What follows belongs to an exercise in optimizing a design on an open flow for small area and a short achievable clock period; a production flow would make more cautious choices. At most, simulation tests tie the RTL to the original design; equivalence was not proved.

==> run R <==
==> flow/design.v <==
module FIFO (clk,rst,en,wdata,wr_rd,rdata,valid,full,empty);
  input clk;
  input rst;
  input en;
  input wr_rd;
  input [7:0] wdata;
  output reg [7:0] rdata;
  output valid;
  output reg full;
  output reg empty;
  reg [7:0] mem[0:127];
  reg [7:0]  lo[0:7];   
  reg [3:0]  hb;        
  wire [15:0] hi = 16'd1 << hb;   
  reg  [7:0] fullc;    
  wire wr = en & wr_rd & ~full;
  wire [7:0] wrb = {8{en & wr_rd}} & ~fullc;   
  wire rd = en & ~wr_rd & ~empty;
  assign valid = en & ~wr_rd;
  integer i, b;
  always @(posedge clk) begin
    for (b = 0; b < 8; b = b + 1)
      if (wrb[b]) begin
        mem[0][b] <= wdata[b];
        for (i = 1; i < 128; i = i + 1) mem[i][b] <= mem[i-1][b];
      end
  end
  reg [7:0] grp[0:15];
  reg [7:0] q;
  integer g, k;
  always @* begin
    for (g = 0; g < 16; g = g + 1) begin
      grp[g] = 8'd0;
      for (k = 0; k < 8; k = k + 1)
        grp[g] = grp[g] | (mem[8*g+k] & {lo[7][k], lo[6][k], lo[5][k], lo[4][k], lo[3][k], lo[2][k], lo[1][k], lo[0][k]});
    end
    q = 8'd0;
    for (g = 0; g < 16; g = g + 1)
      q = q | (grp[g] & {8{hi[g]}});
  end
  integer c;
  always @(posedge clk) begin
    if (rst) begin
      for (c = 0; c < 8; c = c + 1) lo[c] <= 8'h80;
      hb    <= 4'd15;
      full  <= 1'b0;
      fullc <= 8'd0;
      empty <= 1'b1;
      rdata <= 8'd0;
    end else if (wr) begin
      for (c = 0; c < 8; c = c + 1) lo[c] <= {lo[c][6:0], lo[c][7]};
      if (lo[0][7]) hb <= hb + 4'd1;
      empty <= 1'b0;
      full  <= lo[0][6] & hi[15];
      for (c = 0; c < 8; c = c + 1) fullc[c] <= lo[c][6] & hi[15];
    end else if (rd) begin
      for (c = 0; c < 8; c = c + 1) lo[c] <= {lo[c][0], lo[c][7:1]};
      if (lo[0][0]) hb <= hb - 4'd1;
      full  <= 1'b0;
      fullc <= 8'd0;
      empty <= lo[0][0] & hi[0];
      rdata <= q;
    end
  end
endmodule
==> flow/flow/run.sh <==
#!/bin/bash
set -euo pipefail
export CTS_ARGS="-sink_clustering_enable -repair_clock_nets -dont_use_dummy_load -sink_clustering_size 24 -sink_clustering_max_diameter 80"
export IO_CONSTRAINTS="$(pwd)/flow/io.tcl"
bash standard.sh finish > standard_flow.log 2>&1
==> flow/flow/io.tcl <==
set_io_pin_constraint -pin_names {clk} -region left:115-140
==> flow/standard.sh <==
#!/bin/bash
# synth_recipe.tcl (not shown) runs the flow's synth.tcl, then flattens the netlist and writes it again
# the make line also repeats each setting of config.mk as NAME=value (left out here)
make -C /OpenROAD-flow-scripts/flow DESIGN_CONFIG=/design/flow/config.mk WORK_HOME=/design/flow/orfs CLKGATE_MAP_FILE= SYNTH_SCRIPT=/design/flow/synth_recipe.tcl "${@:-finish}"
==> flow/config.mk <==
export PLATFORM = sky130hd
export DESIGN_NAME = FIFO
export DESIGN_NICKNAME = FIFO
export VERILOG_FILES = /design/flow/design.v
export SDC_FILE = /design/flow/constraint.sdc
export NUM_CORES = 4
export LEC_CHECK = 0
export CAP_MARGIN = 20
export CORE_MARGIN = 2
export CORE_UTILIZATION = 65
export SETUP_SLACK_MARGIN = 1.7
export SLEW_MARGIN = 20
==> flow/constraint.sdc <==
create_clock -name core_clock -period 3.5 [get_ports {clk}]
set_input_delay 0.7000 -clock core_clock [delete_from_list [all_inputs] [get_ports {clk}]]
set_output_delay 0.7000 -clock core_clock [all_outputs]
set_load 0.01 [all_outputs]
==> inputs of run M, as changes to run R <==
==> flow/design.v, changed modules only <==
module FIFO (clk,rst,en,wdata,wr_rd,rdata,valid,full,empty);
  input clk;
  input rst;
  input en;
  input wr_rd;
  input [7:0] wdata;
  output reg [7:0] rdata;
  output valid;
  output reg full;
  output reg empty;
  reg [7:0] mem[0:127];
  reg [7:0]  lo;    
  reg [15:0] hi;    
  wire wr = en & wr_rd & ~full;
  wire rd = en & ~wr_rd & ~empty;
  assign valid = en & ~wr_rd;
  integer i;
  always @(posedge clk) begin
    if (wr) begin
      mem[0] <= wdata;
      for (i = 1; i < 128; i = i + 1) mem[i] <= mem[i-1];
    end
  end
  reg [7:0] grp[0:15];
  reg [7:0] q;
  integer g, k;
  always @* begin
    for (g = 0; g < 16; g = g + 1) begin
      grp[g] = 8'd0;
      for (k = 0; k < 8; k = k + 1)
        grp[g] = grp[g] | (mem[8*g+k] & {8{lo[k]}});
    end
    q = 8'd0;
    for (g = 0; g < 16; g = g + 1)
      q = q | (grp[g] & {8{hi[g]}});
  end
  always @(posedge clk) begin
    if (rst) begin
      lo    <= 8'h80;
      hi    <= 16'h8000;
      full  <= 1'b0;
      empty <= 1'b1;
      rdata <= 8'd0;
    end else if (wr) begin
      lo    <= {lo[6:0], lo[7]};
      if (lo[7]) hi <= {hi[14:0], hi[15]};
      empty <= 1'b0;
      full  <= lo[6] & hi[15];
    end else if (rd) begin
      lo    <= {lo[0], lo[7:1]};
      if (lo[0]) hi <= {hi[0], hi[15:1]};
      full  <= 1'b0;
      empty <= lo[0] & hi[0];
      rdata <= q;
    end
  end
endmodule
==> flow/run.sh (new file) <==
#!/bin/bash
# synth_recipe.tcl (not shown) runs the flow's synth.tcl, then flattens the netlist and writes it again
# the make line also repeats each setting of config.mk as NAME=value (left out here)
make -C /OpenROAD-flow-scripts/flow DESIGN_CONFIG=/design/flow/config.mk WORK_HOME=/design/flow/orfs CLKGATE_MAP_FILE= SYNTH_SCRIPT=/design/flow/synth_recipe.tcl finish
--- a/flow/config.mk
+++ b/flow/config.mk
@@ -9,4 +9,4 @@
 export CORE_MARGIN = 2
-export CORE_UTILIZATION = 65
-export SETUP_SLACK_MARGIN = 1.7
+export CORE_UTILIZATION = 40
+export SETUP_SLACK_MARGIN = 1.6
 export SLEW_MARGIN = 20
removed: flow/flow/run.sh
removed: flow/flow/io.tcl
removed: flow/standard.sh
==> impl_metrics.toml <==
[run_status]
status = "no timing/DRC/antenna violations"

[route]
dr.pass1.iters = 6
wirelength_met1_um = 41600
wl_met2_um = 44800

[global_route]
grt_max_degree = 84

[synthesis]
synth_cells = 2054
synth_warnings = 3
synth_compound_area_share_pct = 12.8
synth_top_cells_by_count = "edfxtp_1 (1024), a22oi_1 (527), nand4_1 (99), clkbuf_1 (72), nor2_1 (45)"

[worst_setup_path]
crit_fanout = 8
required_ps = 4060

[layout]
final_core_util_pct = 47.8

[die]
tap_cells = 1265

[timing]
finalWorstSetupSlack_ps = 1460
(the above is from run M)
==> impl_metrics.toml <==
[run_status]
status = "no timing/DRC/antenna violations"

[route]
dr.pass1.iters = 5
wirelength_met1_um = 37300
wl_met2_um = 40900

[synthesis]
synth_top_cells_by_count = "edfxtp_1 (1024), a22oi_1 (574), clkbuf_1 (124), a41oi_1 (114), dfxtp_1 (85)"
synth_cells = 2242

[timing]
finalWorstSetupSlack_ps = 1570

[global_route]
grt_max_degree = 86

[worst_setup_path]
crit_fanout = 6
(the above is from run R)
The RTL of run R was laid out without a check of its function.

static timing again, ports no longer ideal:
In the flow no input, the clock included, has a driving cell. The finished layouts below were timed again as built, in two steps.
Step 1: set_driving_cell puts a clkbuf_16 on clk and a buf_2 on each other input, an assumption about the parent block.
Step 2, shift: input delay + t, output delay - t, t = (earliest + latest rising clock arrival at the registers) / 2. This alone moves slack from input paths to output paths.
a / b / c = ideal / step 1 / step 2; a / b = the first two.
| run | t (ns) | setup WS [ns] | latest minus earliest clock arrival (ns) |
|---|---|---|---|
| run R | 0.661 | 1.566 / 1.566 / 1.120 | 0.051 / 0.051 |
| run M | 0.730 | 1.464 / 1.464 / 1.114 | 0.024 / 0.025 |
After both steps every run listed still meets setup and hold. For run R, which loses most, drivers alone change the setup slack by 0.000 ns; drivers and shift together by -0.446 ns.
